What follows belongs to an exercise in optimizing a design on an open flow for small area; a production flow would make more cautious choices.
The RTL was checked by simulation tests, not by an equivalence proof against the original design.
Power is estimated from default activity; no workload was simulated.

===== flow/standard.sh =====
#!/bin/bash
# synth_recipe.tcl (not shown) runs the flow's synth.tcl, then flattens the netlist and writes it again
# the make line also repeats each setting of config.mk as NAME=value (left out here)
make -C /OpenROAD-flow-scripts/flow DESIGN_CONFIG=/design/flow/config.mk WORK_HOME=/design/flow/orfs CLKGATE_MAP_FILE= SYNTH_SCRIPT=/design/flow/synth_recipe.tcl "${@:-finish}"

===== flow/flow/run.sh =====
#!/bin/bash
# Layout: the standard ORFS flow (standard.sh) with these changes:
#  - the ports are buffered with sky130_fd_sc_hd__buf_1 cells (repair_design
#    resizes them where needed) instead of the default port buffer;
#  - clock tree synthesis inserts no dummy loads;
#  - after global route, gates on paths with positive slack are downsized.
# The full make output goes to standard.log; ORFS keeps each step's log
# under orfs/logs/.
set -euo pipefail
bash standard.sh \
  REMOVE_ABC_BUFFERS=1 \
  RECOVER_POWER=100 \
  "BUFFER_PORTS_ARGS=-buffer_cell sky130_fd_sc_hd__buf_1" \
  "CTS_ARGS=-sink_clustering_enable -repair_clock_nets -sink_clustering_size 24 -sink_clustering_max_diameter 100 -buf_list {sky130_fd_sc_hd__clkbuf_16 sky130_fd_sc_hd__clkbuf_8} -dont_use_dummy_load" \
  finish > standard.log 2>&1

===== flow/design.v =====
module ChordMachine2 (
	input         CLOCK_50,
	input         reset,
	input  [3:0]  KEY,
	input  [9:0]  SW,
	input  [17:0] keyBus,
	output [31:0] mix_out,
	output [5:0]  LEDR
);
	localparam integer clock = 50000000;
	localparam [20:0] C3  = clock/131;
	localparam [20:0] Eb3 = clock/156;
	localparam [20:0] F3  = clock/175;
	localparam [20:0] G3  = clock/196;
	localparam [20:0] C5  = clock/523;
	localparam [20:0] Eb5 = clock/622;
	localparam [20:0] F5  = clock/698;
	localparam [20:0] Gb5 = clock/740;
	localparam [20:0] G5  = clock/784;
	localparam [20:0] Bb5 = clock/932;
	localparam [20:0] C6  = clock/1047;
	localparam [20:0] Eb6 = clock/1244;
	localparam [20:0] F6  = clock/1397;
	wire squareEn = SW[9];
	wire triEn    = SW[8];
	wire sawEn    = SW[7];
	wire phaseEn  = SW[6];
	wire loopEn   = SW[5];
	reg sawEn_d, sawPEn_d, triEn_d, triPEn_d;
	always @(posedge CLOCK_50) begin
		if (reset) begin
			sawEn_d <= 1'b0; sawPEn_d <= 1'b0; triEn_d <= 1'b0; triPEn_d <= 1'b0;
		end else begin
			sawEn_d <= sawEn; sawPEn_d <= sawEn & phaseEn;
			triEn_d <= triEn; triPEn_d <= triEn & phaseEn;
		end
	end
	wire sqPEn = squareEn & phaseEn;
	reg rst_d;
	always @(posedge CLOCK_50) rst_d <= reset;
	wire rstSaw = reset | rst_d;
	wire [3:0] finalOutBus;
	wire [31:0] v0, v1, v2, v3, v0k, v1k, v2k, v3k, v4k, v5k, v6k, v7k, v8k;
	noteVoice #(C3)  n0 (CLOCK_50, rstSaw, reset, finalOutBus[0], squareEn, sqPEn, sawEn_d, sawPEn_d, triEn_d, triPEn_d, v0);
	noteVoice #(Eb3) n1 (CLOCK_50, rstSaw, reset, finalOutBus[1], squareEn, sqPEn, sawEn_d, sawPEn_d, triEn_d, triPEn_d, v1);
	noteVoice #(F3)  n2 (CLOCK_50, rstSaw, reset, finalOutBus[2], squareEn, sqPEn, sawEn_d, sawPEn_d, triEn_d, triPEn_d, v2);
	noteVoice #(G3)  n3 (CLOCK_50, rstSaw, reset, finalOutBus[3], squareEn, sqPEn, sawEn_d, sawPEn_d, triEn_d, triPEn_d, v3);
	noteVoice #(C5)  k0 (CLOCK_50, rstSaw, reset, keyBus[0], squareEn, sqPEn, sawEn_d, sawPEn_d, triEn_d, triPEn_d, v0k);
	noteVoice #(Eb5) k1 (CLOCK_50, rstSaw, reset, keyBus[3], squareEn, sqPEn, sawEn_d, sawPEn_d, triEn_d, triPEn_d, v1k);
	noteVoice #(F5)  k2 (CLOCK_50, rstSaw, reset, keyBus[5], squareEn, sqPEn, sawEn_d, sawPEn_d, triEn_d, triPEn_d, v2k);
	noteVoice #(Gb5) k3 (CLOCK_50, rstSaw, reset, keyBus[6], squareEn, sqPEn, sawEn_d, sawPEn_d, triEn_d, triPEn_d, v3k);
	noteVoice #(G5)  k4 (CLOCK_50, rstSaw, reset, keyBus[7], squareEn, sqPEn, sawEn_d, sawPEn_d, triEn_d, triPEn_d, v4k);
	noteVoice #(Bb5) k5 (CLOCK_50, rstSaw, reset, keyBus[10], squareEn, sqPEn, sawEn_d, sawPEn_d, triEn_d, triPEn_d, v5k);
	noteVoice #(C6)  k6 (CLOCK_50, rstSaw, reset, keyBus[12], squareEn, sqPEn, sawEn_d, sawPEn_d, triEn_d, triPEn_d, v6k);
	noteVoice #(Eb6) k7 (CLOCK_50, rstSaw, reset, keyBus[15], squareEn, sqPEn, sawEn_d, sawPEn_d, triEn_d, triPEn_d, v7k);
	noteVoice #(F6)  k8 (CLOCK_50, rstSaw, reset, keyBus[17], squareEn, sqPEn, sawEn_d, sawPEn_d, triEn_d, triPEn_d, v8k);
	assign mix_out = v0+v1+v2+v3+v0k+v1k+v2k+v3k+v4k+v5k+v6k+v7k+v8k;
	wire [3:0] noteKeys = SW[3:0];
	wire writeEn = (noteKeys != 0) & !loopEn;
	wire [3:0] nkey = ~KEY;
	reg [3:0] qbus0, qbus1, qbus2, qbus3;        
	reg [3:0] Dstatic0, Dstatic1, Dstatic2, Dstatic3;  
	reg [3:0] loopbus0, loopbus1, loopbus2, loopbus3;  
	reg [3:0] LEDPos;
	reg       DstaticLED;
	reg [15:0] rateOut;
	reg [2:0] startOfBar;
	reg [3:0] ledShiftSel;
	wire start = (startOfBar == 3'd0);
	wire BPMShiftEn = (rateOut == 16'h0001);
	always @(posedge CLOCK_50) begin
		if (reset) begin
			qbus0 <= 0; qbus1 <= 0; qbus2 <= 0; qbus3 <= 0;
		end else begin
			if (nkey[0] & writeEn) qbus0 <= noteKeys;
			if (nkey[1] & writeEn) qbus1 <= noteKeys;
			if (nkey[2] & writeEn) qbus2 <= noteKeys;
			if (nkey[3] & writeEn) qbus3 <= noteKeys;
		end
	end
	always @(posedge CLOCK_50) begin
		if (reset) begin
			Dstatic0 <= 0; Dstatic1 <= 0; Dstatic2 <= 0; Dstatic3 <= 0;
			DstaticLED <= 1'b0;
		end else begin
			if (nkey[0] & loopEn) Dstatic0 <= noteKeys;
			if (nkey[1] & loopEn) Dstatic1 <= noteKeys;
			if (nkey[2] & loopEn) Dstatic2 <= noteKeys;
			if (nkey[3] & loopEn) Dstatic3 <= noteKeys;
			if (loopEn) DstaticLED <= 1'b1;
		end
	end
	always @(posedge CLOCK_50) begin
		if (reset | !loopEn) begin
			loopbus0 <= 0; loopbus1 <= 0; loopbus2 <= 0; loopbus3 <= 0; LEDPos <= 0;
		end else begin
			if (nkey[0]) begin if (start) loopbus0 <= Dstatic0; end
			else if (BPMShiftEn) loopbus0 <= {loopbus0[0], loopbus0[3:1]};
			else if (start) loopbus0 <= Dstatic0;
			if (nkey[1]) begin if (start) loopbus1 <= Dstatic1; end
			else if (BPMShiftEn) loopbus1 <= {loopbus1[0], loopbus1[3:1]};
			else if (start) loopbus1 <= Dstatic1;
			if (nkey[2]) begin if (start) loopbus2 <= Dstatic2; end
			else if (BPMShiftEn) loopbus2 <= {loopbus2[0], loopbus2[3:1]};
			else if (start) loopbus2 <= Dstatic2;
			if (nkey[3]) begin if (start) loopbus3 <= Dstatic3; end
			else if (BPMShiftEn) loopbus3 <= {loopbus3[0], loopbus3[3:1]};
			else if (start) loopbus3 <= Dstatic3;
			if (BPMShiftEn) LEDPos <= {LEDPos[0], LEDPos[3:1]};
			else if (start) LEDPos <= {DstaticLED, 3'b000};
		end
	end
	always @(posedge CLOCK_50) begin
		if (reset) begin
			rateOut <= 16'h0001;
			startOfBar <= 0;
		end else begin
			if (startOfBar == 3'd4) startOfBar <= 0;
			if (BPMShiftEn) begin
				rateOut <= 16'he856;
				startOfBar <= startOfBar + 3'd1;
			end else if (loopEn)
				rateOut <= {1'b0, rateOut[15:1]} ^ (rateOut[0] ? 16'hb400 : 16'h0000);
		end
	end
	always @(posedge CLOCK_50) begin
		if (reset) ledShiftSel <= 0;
		else if (loopEn) begin
			if (nkey[3]) ledShiftSel <= 4'b1000;
			else if (nkey[2]) ledShiftSel <= 4'b0100;
			else if (nkey[1]) ledShiftSel <= 4'b0010;
			else if (nkey[0]) ledShiftSel <= 4'b0001;
		end
	end
	wire [3:0] qbus0pt = (nkey[0] | loopbus0[3]) ? qbus0 : 4'd0;
	wire [3:0] qbus1pt = (nkey[1] | loopbus1[3]) ? qbus1 : 4'd0;
	wire [3:0] qbus2pt = (nkey[2] | loopbus2[3]) ? qbus2 : 4'd0;
	wire [3:0] qbus3pt = (nkey[3] | loopbus3[3]) ? qbus3 : 4'd0;
	assign finalOutBus = qbus0pt | qbus1pt | qbus2pt | qbus3pt;
	assign LEDR[5] = loopEn ? start : |keyBus;
	assign LEDR[4] = loopEn & BPMShiftEn;
	assign LEDR[3:0] = loopEn ? (LEDPos | (ledShiftSel[3] ? Dstatic3 : 4'd0) | (ledShiftSel[2] ? Dstatic2 : 4'd0)
	                                    | (ledShiftSel[1] ? Dstatic1 : 4'd0) | (ledShiftSel[0] ? Dstatic0 : 4'd0))
	                          : (writeEn ? noteKeys : finalOutBus);
endmodule
module noteVoice #(parameter [20:0] N = 1) (
	input clk, input rstSaw, input rstTri, input g,
	input sqEn, input sqPEn, input sawEn_d, input sawPEn_d, input triEn_d, input triPEn_d,
	output [31:0] v
);
	localparam [20:0] P = N + N/2;
	localparam [31:0] SQ_HI = 32'd20000000;
	localparam [31:0] SQ_LO = -32'd20000000;
	wire snd, sndP;
	wire [31:0] saw, sawP, triV, triVP;
	sawGen #(N) sa (clk, rstSaw, saw, snd);
	sawGen #(P) sp (clk, rstSaw, sawP, sndP);
	triGen #(N) ta (clk, rstTri, triV);
	triGen #(P) tp (clk, rstTri, triVP);
	wire sqHi = g & ((sqEn & snd) | (sqPEn & sndP));
	wire sqLo = g & ((sqEn & ~snd) | (sqPEn & ~sndP));
	wire eSaw = g & sawEn_d, eSawP = g & sawPEn_d, eTri = g & triEn_d, eTriP = g & triPEn_d;
	assign v = (sqHi ? SQ_HI : 32'd0) | (sqLo ? SQ_LO : 32'd0)
	         | (eSaw ? saw : 32'd0) | (eSawP ? sawP : 32'd0)
	         | (eTri ? triV : 32'd0) | (eTriP ? triVP : 32'd0);
endmodule
module sawGen #(parameter [20:0] N = 1) (input clk, input rst, output [31:0] val, output snd);
	function integer BITS(input integer x);
		integer i;
		begin
			BITS = 1;
			for (i = 1; i < 27; i = i + 1)
				if (x >= (1 << i)) BITS = i + 1;
		end
	endfunction
	localparam integer Q  = 20000000 / N;
	localparam integer TZ = (Q % 2 != 0) ? 0 : (Q % 4 != 0) ? 1 : (Q % 8 != 0) ? 2 : (Q % 16 != 0) ? 3 : 4;
	localparam integer QH = Q >> TZ;
	localparam integer NQH = N * QH;
	localparam integer W  = BITS(NQH);
	reg [W-1:0] R;
	reg sndd;
	wire [W-1:0] nq = NQH;
	wire [W-1:0] qh = QH;
	wire wrap = &(R | ~nq);  
	wire clr = rst | wrap;
	wire [W:0] c;
	wire [W-1:0] s;
	assign c[0] = 1'b0;
	genvar i;
	wire [W-1:0] Rk = R & {W{~clr}};
	wire [W:0] ck = c & {(W+1){~clr}};
	generate for (i = 0; i < W; i = i + 1) begin : add
		assign s[i] = Rk[i] ^ (qh[i] & ~clr) ^ ck[i];
		assign c[i+1] = qh[i] ? (R[i] | c[i]) : (R[i] & c[i]);
	end endgenerate
	always @(posedge clk) begin
		R <= s;
		sndd <= ~rst & (sndd ^ wrap);
	end
	assign snd = sndd ^ wrap;
	assign val = {{(31-W-TZ){1'b0}}, R, {(TZ+1){1'b0}}};
endmodule
module triGen #(parameter [20:0] N = 1) (input clk, input rst, output [31:0] val);
	function integer BITS(input integer x);
		integer i;
		begin
			BITS = 1;
			for (i = 1; i < 27; i = i + 1)
				if (x >= (1 << i)) BITS = i + 1;
		end
	endfunction
	localparam integer Q  = 20000000 / N;
	localparam integer TZ = (Q % 2 != 0) ? 0 : (Q % 4 != 0) ? 1 : (Q % 8 != 0) ? 2 : (Q % 16 != 0) ? 3 : 4;
	localparam integer QH = Q >> TZ;
	localparam integer NQH = N * QH;
	localparam integer W  = BITS((N + 1) * QH);
	localparam [31:0] SPIKE = 32'h1FFFFF * (2 * Q);
	wire [W-1:0] qh = QH;
	wire [W-1:0] pm = {~qh[W-1:1], 1'b0};
	wire [W-1:0] nq = NQH;
	reg [W-1:0] X;
	reg up, spk;
	wire [W-1:0] R = X ^ pm;
	wire isN = &(R | ~nq);   
	wire [W:0] co;           
	wire [W-1:0] ci, s;      
	genvar i;
	generate for (i = 0; i < W; i = i + 1) begin : add
		if (i == 0) begin : b0
			assign ci[i] = 1'b0;
			assign s[i] = ~X[0];
			assign co[i+1] = X[0];
		end else begin : bn
			assign ci[i] = co[i] ^ (pm[i] ^ pm[i-1]);
			assign s[i] = X[i] ^ up ^ ci[i];
			assign co[i+1] = (X[i] & up) | (X[i] & ci[i]) | (up & ci[i]);
		end
	end endgenerate
	wire zero = co[W] ^ ~pm[W-1];   
	wire dn = ~up;
	wire clr = rst | spk | (dn & zero);
	wire nup = up ? ~isN : zero;
	always @(posedge clk) begin
		X <= clr ? pm : s;
		up <= rst | nup;
		spk <= rst | (dn & zero);
	end
	assign val = {{(31-W-TZ){1'b0}}, R, {(TZ+1){1'b0}}} | (spk ? SPIKE : 32'd0);
endmodule

===== flow/constraint.sdc =====
create_clock -name core_clock -period 20.0 [get_ports {CLOCK_50}]
set_input_delay 4.0000 -clock core_clock [delete_from_list [all_inputs] [get_ports {CLOCK_50}]]
set_output_delay 4.0000 -clock core_clock [all_outputs]
set_load 0.01 [all_outputs]

===== flow/config.mk =====
export PLATFORM = sky130hd
export DESIGN_NAME = ChordMachine2
export DESIGN_NICKNAME = ChordMachine2
export VERILOG_FILES = /design/flow/design.v
export SDC_FILE = /design/flow/constraint.sdc
export NUM_CORES = 4
export LEC_CHECK = 0
export CAP_MARGIN = 5
export CORE_MARGIN = 2
export CORE_UTILIZATION = 80
export CTS_BUF_LIST = sky130_fd_sc_hd__clkbuf_16 sky130_fd_sc_hd__clkbuf_8
export CTS_CLUSTER_DIAMETER = 100
export CTS_CLUSTER_SIZE = 24
export GPL_TIMING_DRIVEN = 0
export PLACE_DENSITY = 0.86
export SLEW_MARGIN = 5

==> results.txt, run 1 <==
ys flop type -> dfxtp_1
setup_tns -> 0 ns
CTS tree -> yes
Synth area leaders -> dfxtp_1 36%, fa_1 23%, nor2_1 4.1%
DP HPWL -> 169200 microns
worst slew pin tran -> 5.014 ns
initial core utilization -> 0.8073
area share of the largest cell type after synthesis -> 0.3613
# IOs -> 72
Peak VDD IR -> 306.0 uV
synth-to-layout area growth -> 2.931%
R2R Setup Slk -> 6.80 ns
power per cell area -> 98.43 nW/um^2
Setup Skew -> 0.02564 ns
internal power -> 0.004605 W
Area after DPL -> 78730 sq um
slack of the critical path -> 2.551 ns
worst relative slew slack -> -2.343
Hold Crit Class -> reg2reg
H-tree depth -> 3
# resized after CTS -> 0
CP startpoint kind -> input port
dpl cells -> 8932
Synth Area in Adders -> 0.2401
fin area -> 80360 sq um
Max Buffers Root-to-Sink -> 3
Leakage Power -> 28.31 nW
drt pass-1 iters -> 11
Seq cells post-synth -> 1409
Die ar. -> 100100 sq um
initial drt markers -> 7852
Gate power share -> 0.434
commonest non-fill, non-tap cell in the layout -> dfxtp_1
total wire length -> 223500 microns
Routed WL per cell -> 24.80 microns
crit path kind -> in2out
leading area contributor after synthesis -> dfxtp_1
Worst R2R Path Depth -> 32
Worst Path Required -> 16.00 ns
first-pass GRT wire length -> 341000 microns
Reg clk slew, reported paths -> 0.10 ns
xor and xnor fraction of the mapped netlist area -> 0.06265
CTS sink cnt -> 1409
Via density -> 6.703
register area share after synthesis -> 0.3613
MaxCap Viol Count -> 10
gpl congestion -> 1.060
synthesized area -> 78070 sq um
P_sw -> 0.003305 W
Setup crit end -> mix_out[30]
sequential power share -> 0.374
cts hold-fix bufs -> 0
CP arrival -> 13.45 ns
Failed Checks -> max-capacitance violations, max-slew violations
row count -> 114
Die Span X -> 316.4 microns
largest net degree at the start of global routing -> 42
Post-Syn Instances -> 7962
status -> finished with violations
period utilization -> 0.8724
most frequent cells in the layout -> 1405 x dfxtp_1, 915 x fa_1, 848 x nor2_1
vias -> 60424
crit end category -> primary output
Die H -> 316.4 microns
ys async rst share -> 0
clock tree root buffer cell -> clkbuf_16
drt drc -> 0
Synth Area in Compound Gates -> 0.1104
YS warnings -> 53
post-synthesis simple-gate area fraction -> 0.1744
EDFF count, synth -> 0
Max Fclk -> 0.05731 GHz
worst reg2reg path endpoint -> k2.ta.X[18]
initial antenna violation count -> 5
CP Launch Point -> KEY[2]
vias in the first global route -> 58947
post-route minimum period -> 17.45 ns
Setup violations, final -> 0
Sw Ratio -> 0.4178
largest family of logic cells by synthesized area -> adder cells
Clk network pwr share -> 0.192
layout cell share with drive strength beyond 1 -> 0.01981
core area -> 96710 sq um
clock insertion delay at the later pin of the skew report -> 0.69 ns
Final Max Slew Viols -> 264
Inserted Clock Buffers -> 68
Port Buf Inserts -> 69
Avg Cell Area, Syn -> 9.805 sq um
Worst R2R Start -> k2.ta.up
antenna-violating nets left -> 0
portion of netlist area occupied by mux cells -> 0.005898
Congestion Overflow GR -> 0
RSZ-0062 raised after global routing -> no
number of post-CTS setup repair buffers -> 0
Global Route Usage Sum -> 0.4495
final hold slack -> 0.4370 ns
Final nets -> 8710
Hold Violations, Final -> 0
non-filler cells, final -> 9014
Place WS -> 3.647 ns
Worst Path Max Fanout -> 25
Netlist cell types -> 96
power groups by stage:
stage	registers (W)	clock network, W	logic, W
3_5_place_dp	0.00302	0	0.00324
2_1_floorplan	0.00299	0	0.00196
3_3_place_gp	0.00302	0	0.00315
4_1_cts	0.00295	0.00151	0.00327
6_report	0.00296	0.00152	0.00343
5_1_grt	0.00297	0.00161	0.00366
per-stage QoR:
stage	utilization	total power (W)
after floorplan	-	0.004945
after global placement	0.8110	0.006163
after detailed placement	0.8141	0.006260
after CTS	0.8317	0.007740
after global routing	0.8306	0.008229
final	0.8310	0.007910
kinds of logic after synthesis:
group / count (synthesis)
XOR/XNOR: 556
flip-flops: 1409
multiplexers: 46
buffers and inverters: 935
adder cells (fa/ha/maj): 949
AND/OR/NAND/NOR: 2751
AO/OA/AOI/OAI: 1315
other: 1
critical path, stage by stage:
cell      delay [ns]
clkbuf_1        0.37
nand2b_1        0.23
a22oi_1         0.27
nand2_1         0.31
nand2_1         0.77
nor2_1          0.16
a211oi_1        0.64
fa_1            0.58
fa_1            0.60
fa_1            0.57
fa_1            0.56
inv_1           0.05
fa_1            0.48
ha_1            0.25
inv_1           0.08
fa_1            0.21
nor2b_1         0.07
o31a_1          0.30
o221ai_1        0.44
o211ai_1        0.22
a221oi_1        0.82
o21ai_0         0.37
o41ai_1         0.46
xnor2_1         0.43
buf_1           0.22
synth_stat cells (11+ instances only):
cell type,number
a21o_1,72
o21ai_0,164
xnor2_1,246
a22o_1,51
and4_1,34
clkbuf_1,359
fa_1,915
and3_1,55
nor3b_1,11
or2_2,22
xor2_1,308
nor2_1,848
a211oi_1,32
o211ai_1,11
ha_1,34
mux2i_1,46
nor4b_1,15
nor3_1,102
nand2b_1,56
nand4_1,100
nor2b_1,16
a21oi_1,535
inv_1,535
a221oi_1,35
nand3_1,178
a22oi_1,98
o21a_1,17
nor4_1,71
or4_1,27
o21bai_1,45
buf_1,17
and2_1,105
a2111oi_0,24
o2111ai_1,128
or3_1,482
dfxtp_1,1409
nand2_1,586
how the worst min path moves through the flow:
stage / to / slack [ns] / depth (start not counted) / startpoint
5_1_grt: n1.tp.X[0] / 0.45 / 1 / n1.tp.X[0]
6_report: k2.ta.X[0] / 0.44 / 1 / k2.ta.X[0]
3_5_place_dp: k2.ta.X[0] / 0.42 / 1 / k2.ta.X[0]
4_1_cts: k2.ta.X[0] / 0.43 / 1 / k2.ta.X[0]
3_3_place_gp: k2.ta.X[0] / 0.41 / 1 / k2.ta.X[0]
2_1_floorplan: k2.ta.X[0] / 0.40 / 1 / k2.ta.X[0]
routing by layer:
layer  global-route usage  vias up  wire length, microns
li1                     -    26269                     -
met1               0.5922    29637                 82630
met2               0.6655     3666                 97420
met3               0.1362      848                 27510
met4               0.2584        4                 15940
met5                    0        -                    24
area by class of cell:
class,count,area [sq um]
inverters,543,2038
diodes,13,32.53
fillers,5892,16350
well taps,1276,1597
flip-flops and latches,1409,28210
clock buffers,68,1702
multi-input cells,5618,46320
repair buffers,87,455.4
==> run 2: changes to the inputs <==
==> flow/flow/run.sh (replaced) <==
#!/bin/bash
# Layout: the standard ORFS flow (standard.sh) with two changes:
#  - the ports are buffered with sky130_fd_sc_hd__buf_1 cells (repair_design
#    resizes them where needed) instead of the default port buffer;
#  - clock tree synthesis inserts no dummy loads.
# The full make output goes to standard.log; ORFS keeps each step's log
# under orfs/logs/.
set -euo pipefail
bash standard.sh \
  "BUFFER_PORTS_ARGS=-buffer_cell sky130_fd_sc_hd__buf_1" \
  "CTS_ARGS=-sink_clustering_enable -repair_clock_nets -sink_clustering_size 20 -sink_clustering_max_diameter 100 -buf_list {sky130_fd_sc_hd__clkbuf_16 sky130_fd_sc_hd__clkbuf_8} -dont_use_dummy_load" \
  finish > standard.log 2>&1
--- a/flow/config.mk
+++ b/flow/config.mk
@@ -6,11 +6,10 @@
 export NUM_CORES = 4
 export LEC_CHECK = 0
-export CAP_MARGIN = 5
+export CAP_MARGIN = 20
 export CORE_MARGIN = 2
 export CORE_UTILIZATION = 80
 export CTS_BUF_LIST = sky130_fd_sc_hd__clkbuf_16 sky130_fd_sc_hd__clkbuf_8
 export CTS_CLUSTER_DIAMETER = 100
-export CTS_CLUSTER_SIZE = 24
-export GPL_TIMING_DRIVEN = 0
+export CTS_CLUSTER_SIZE = 20
 export PLACE_DENSITY = 0.86
-export SLEW_MARGIN = 5
+export SLEW_MARGIN = 20
==> run 2 against run 1 <==
- now clean on timing, DRC and antenna
- critical endpoint is now mix_out[31]
- first-iteration DRC count is 8.0% higher
- power is 0.29% higher
- final area is 0.95% higher
- global-route usage is 0.41 points higher
- synthesized cell count stayed put
- combinational power is 3% lower
- clock skew is 0.030 ns higher
- utilization is 0.79 points higher
- hold slack worse by 0.011 ns
- non-clock buffer count is 55 higher
- flip-flop and latch count stayed put
- clock power is 9% higher
==> results.txt, run 2 <==
status -> finished clean
# IOs -> 72
synthesized area -> 78070 sq um
Routed WL per cell -> 24.76 microns
Max Buffers Root-to-Sink -> 3
total wire length -> 224700 microns
fin util -> 0.8388
worst slew pin tran -> 1.218 ns
Leakage Power -> 28.80 nW
CP arrival -> 12.62 ns
Hold Path Stages -> 1
Inserted Clock Buffers -> 80
Setup Skew -> 0.05533 ns
Hold Crit Class -> reg2reg
Synth top cells by count -> 1409 x dfxtp_1, 915 x fa_1, 848 x nor2_1, 586 x nand2_1
Final Max Slew Viols -> 0
Final nets -> 8777
Worst Path Max Fanout -> 20
register area share after synthesis -> 0.3613
Congestion Overflow GR -> 0
H-tree depth -> 3
number of post-CTS setup repair buffers -> 0
Reg clk slew, reported paths -> 0.09 ns
Die ar. -> 100100 sq um
CTS sink cnt -> 1409
worst relative slew slack -> 0.1803
leading area contributor after synthesis -> dfxtp_1
ys flop type -> dfxtp_1
Clk network pwr share -> 0.207
crit path kind -> in2out
Worst Path Required -> 16.00 ns
synth-to-layout area growth -> 3.904%
vias -> 60758
Die H -> 316.4 microns
MaxCap Viol Count -> 0
Seq cells post-synth -> 1409
Hold Violations, Final -> 0
internal power -> 0.004718 W
setup_tns -> 0 ns
clock insertion delay at the later pin of the skew report -> 0.71 ns
Port Buf Inserts -> 69
Sw Ratio -> 0.4052
area share of the largest cell type after synthesis -> 0.3613
Hold Path End -> k2.ta.X[0]
Via density -> 6.694
Avg Cell Area, Syn -> 9.805 sq um
sequential power share -> 0.372
drt drc -> 0
P_sw -> 0.003215 W
Multi-input gate area -> 46440 sq um
most frequent cell after synthesis -> dfxtp_1
period utilization -> 0.8308
Reg area -> 28210 sq um
CTS tree -> yes
Netlist cell types -> 96
# resized after CTS -> 0
power per cell area -> 97.79 nW/um^2
R2R Setup Slk -> 7.38 ns
Max Fclk -> 0.06019 GHz
Gate power share -> 0.421
Peak VDD IR -> 326.0 uV
clock tree root buffer cell -> clkbuf_16
Post-Syn Instances -> 7962
layout cell share with drive strength beyond 1 -> 0.03221
Setup violations, final -> 0
crit end category -> primary output
largest net degree at the start of global routing -> 56
FILL cells -> 5679
post-route minimum period -> 16.62 ns
row count -> 114
worst reg2reg path endpoint -> k1.tp.X[6]
vias in the first global route -> 59626
drt pass-1 iters -> 9
antenna-violating nets left -> 0
CP startpoint kind -> input port
DP HPWL -> 170800 microns
Worst R2R Start -> k1.tp.up
Die Span X -> 316.4 microns
Hold Path Origin -> k2.ta.X[0]
most frequent cells in the layout -> 1406 x dfxtp_1, 915 x fa_1, 847 x nor2_1
initial antenna violation count -> 8
Synth area leaders -> dfxtp_1 36%, fa_1 23%, nor2_1 4.1%
EDFF count, synth -> 0
initial core utilization -> 0.8073
commonest non-fill, non-tap cell in the layout -> dfxtp_1
YS warnings -> 53
initial drt markers -> 8483
Worst R2R Path Depth -> 32
final hold slack -> 0.4262 ns
first-pass GRT wire length -> 344100 microns
RSZ-0062 raised after global routing -> no
ys async rst share -> 0
Global Route Usage Sum -> 0.4535
gpl congestion -> 1.064
cts hold-fix bufs -> 0
core area -> 96710 sq um
## run 2: cell counts after synthesis
Identical to the previous run, type by type.
## run 2: cells by family after synthesis
logic type / count (synthesis) / share of synthesized area
AO/OA/AOI/OAI: 1315 / 0.1104
adder cells (fa/ha/maj): 949 / 0.2401
XOR/XNOR: 556 / 0.06265
multiplexers: 46 / 0.005898
flip-flops: 1409 / 0.3613
buffers and inverters: 935 / 0.04531
other: 1 / 0.00004803
AND/OR/NAND/NOR: 2751 / 0.1744
## run 2: area by class of cell
cell class	count	share of cell area
multi-input cells	5618	0.5725
flip-flops and latches	1409	0.3478
inverters	543	0.02513
clock buffers	80	0.02468
well taps	1276	0.01968
repair buffers	142	0.01001
diodes	9	0.0002776
## run 2: worst max path at each step
stage / end / start / slack [ns] / depth (start not counted)
CTS: mix_out[31] / KEY[2] / 3.66 / 23
global placement: mix_out[31] / KEY[2] / 3.89 / 23
finish: mix_out[31] / KEY[2] / 3.38 / 23
global route: mix_out[25] / KEY[2] / 3.14 / 23
detailed placement: mix_out[30] / KEY[2] / 3.71 / 24
floorplan: mix_out[30] / KEY[1] / 5.63 / 26
## run 2: worst max-delay path: stages
cell and delay (ns):
buf_1 0.41, nand2b_1 0.21, a22oi_1 0.23, nand2_1 0.35, nand2_1 0.78, a21oi_1 0.13, a2111oi_1 1.00, fa_1 0.55
inv_1 0.15, fa_1 0.51, fa_1 0.56, fa_1 0.52, fa_1 0.49, ha_1 0.35, o21ai_0 0.26, nor2_1 0.11
a41oi_1 0.38, o211ai_1 0.34, a221o_1 0.41, nor4_1 0.23, nor3_1 0.12, xnor3_1 0.32, buf_1 0.18
## run 2: stage by stage
step / total power, W / worst slack, ns / cell area, sq um / std cells
final: 0.007933 / 3.385 / 81120 / 9077
after global routing: 0.008253 / 3.140 / 81100 / 9069
after CTS: 0.007779 / 3.659 / 81000 / 9067
after detailed placement: 0.006178 / 3.711 / 79000 / 8987
after global placement: 0.006078 / 3.887 / 79000 / 8987
after floorplan: 0.004972 / 5.628 / 78070 / 7962
## run 2: layer usage
| layer | GRT usage | routed length [microns] | share of wire | vias to the layer above |
|---|---|---|---|---|
| met5 | 0 | 34 | 0.00015 | - |
| met4 | 0.2588 | 15240 | 0.068 | 4 |
| met3 | 0.1443 | 29360 | 0.13 | 843 |
| met2 | 0.6658 | 97950 | 0.44 | 3730 |
| met1 | 0.5991 | 82140 | 0.37 | 29801 |
| li1 | - | - | - | 26380 |
## run 2: power by group through the flow
stage          Combinational (W)  Sequential, W  Clock [W]
2_1_floorplan            0.00199        0.00298          0
3_3_place_gp             0.00307        0.00301          0
3_5_place_dp             0.00317        0.00301          0
4_1_cts                  0.00320        0.00295    0.00164
5_1_grt                  0.00356        0.00296    0.00173
6_report                 0.00334        0.00295    0.00165

-- port drivers added, routing unchanged --
Ports are ideal in the flow. The routed layouts listed here were re-timed in OpenROAD.
Step 1 sets driving cells, clkbuf_16 on the clock port and buf_2 on the other inputs (assumed; they add their load-dependent delay and slew).
Step 2 adds t to the input delays and takes it off the output delays; t is the mean of the earliest and latest rising clock arrival at the registers after step 1. Input paths then give back, and output paths get back, about the clock's delay inside the block.
Slacks: ideal ports / drivers / drivers and shift; pairs: ideal ports / drivers.
| run | shift t [ns] | slack for setup (ns) | worst register clock-pin slew, ns |
|---|---|---|---|
| run 1 | 0.755 | 2.551 / 2.528 / 2.528 | 0.11 / 0.11 |
| run 2 | 0.763 | 3.385 / 3.359 / 3.359 | 0.10 / 0.10 |
For run 2, which loses most, drivers alone change the setup slack by -0.026 ns; drivers and shift together by -0.026 ns.
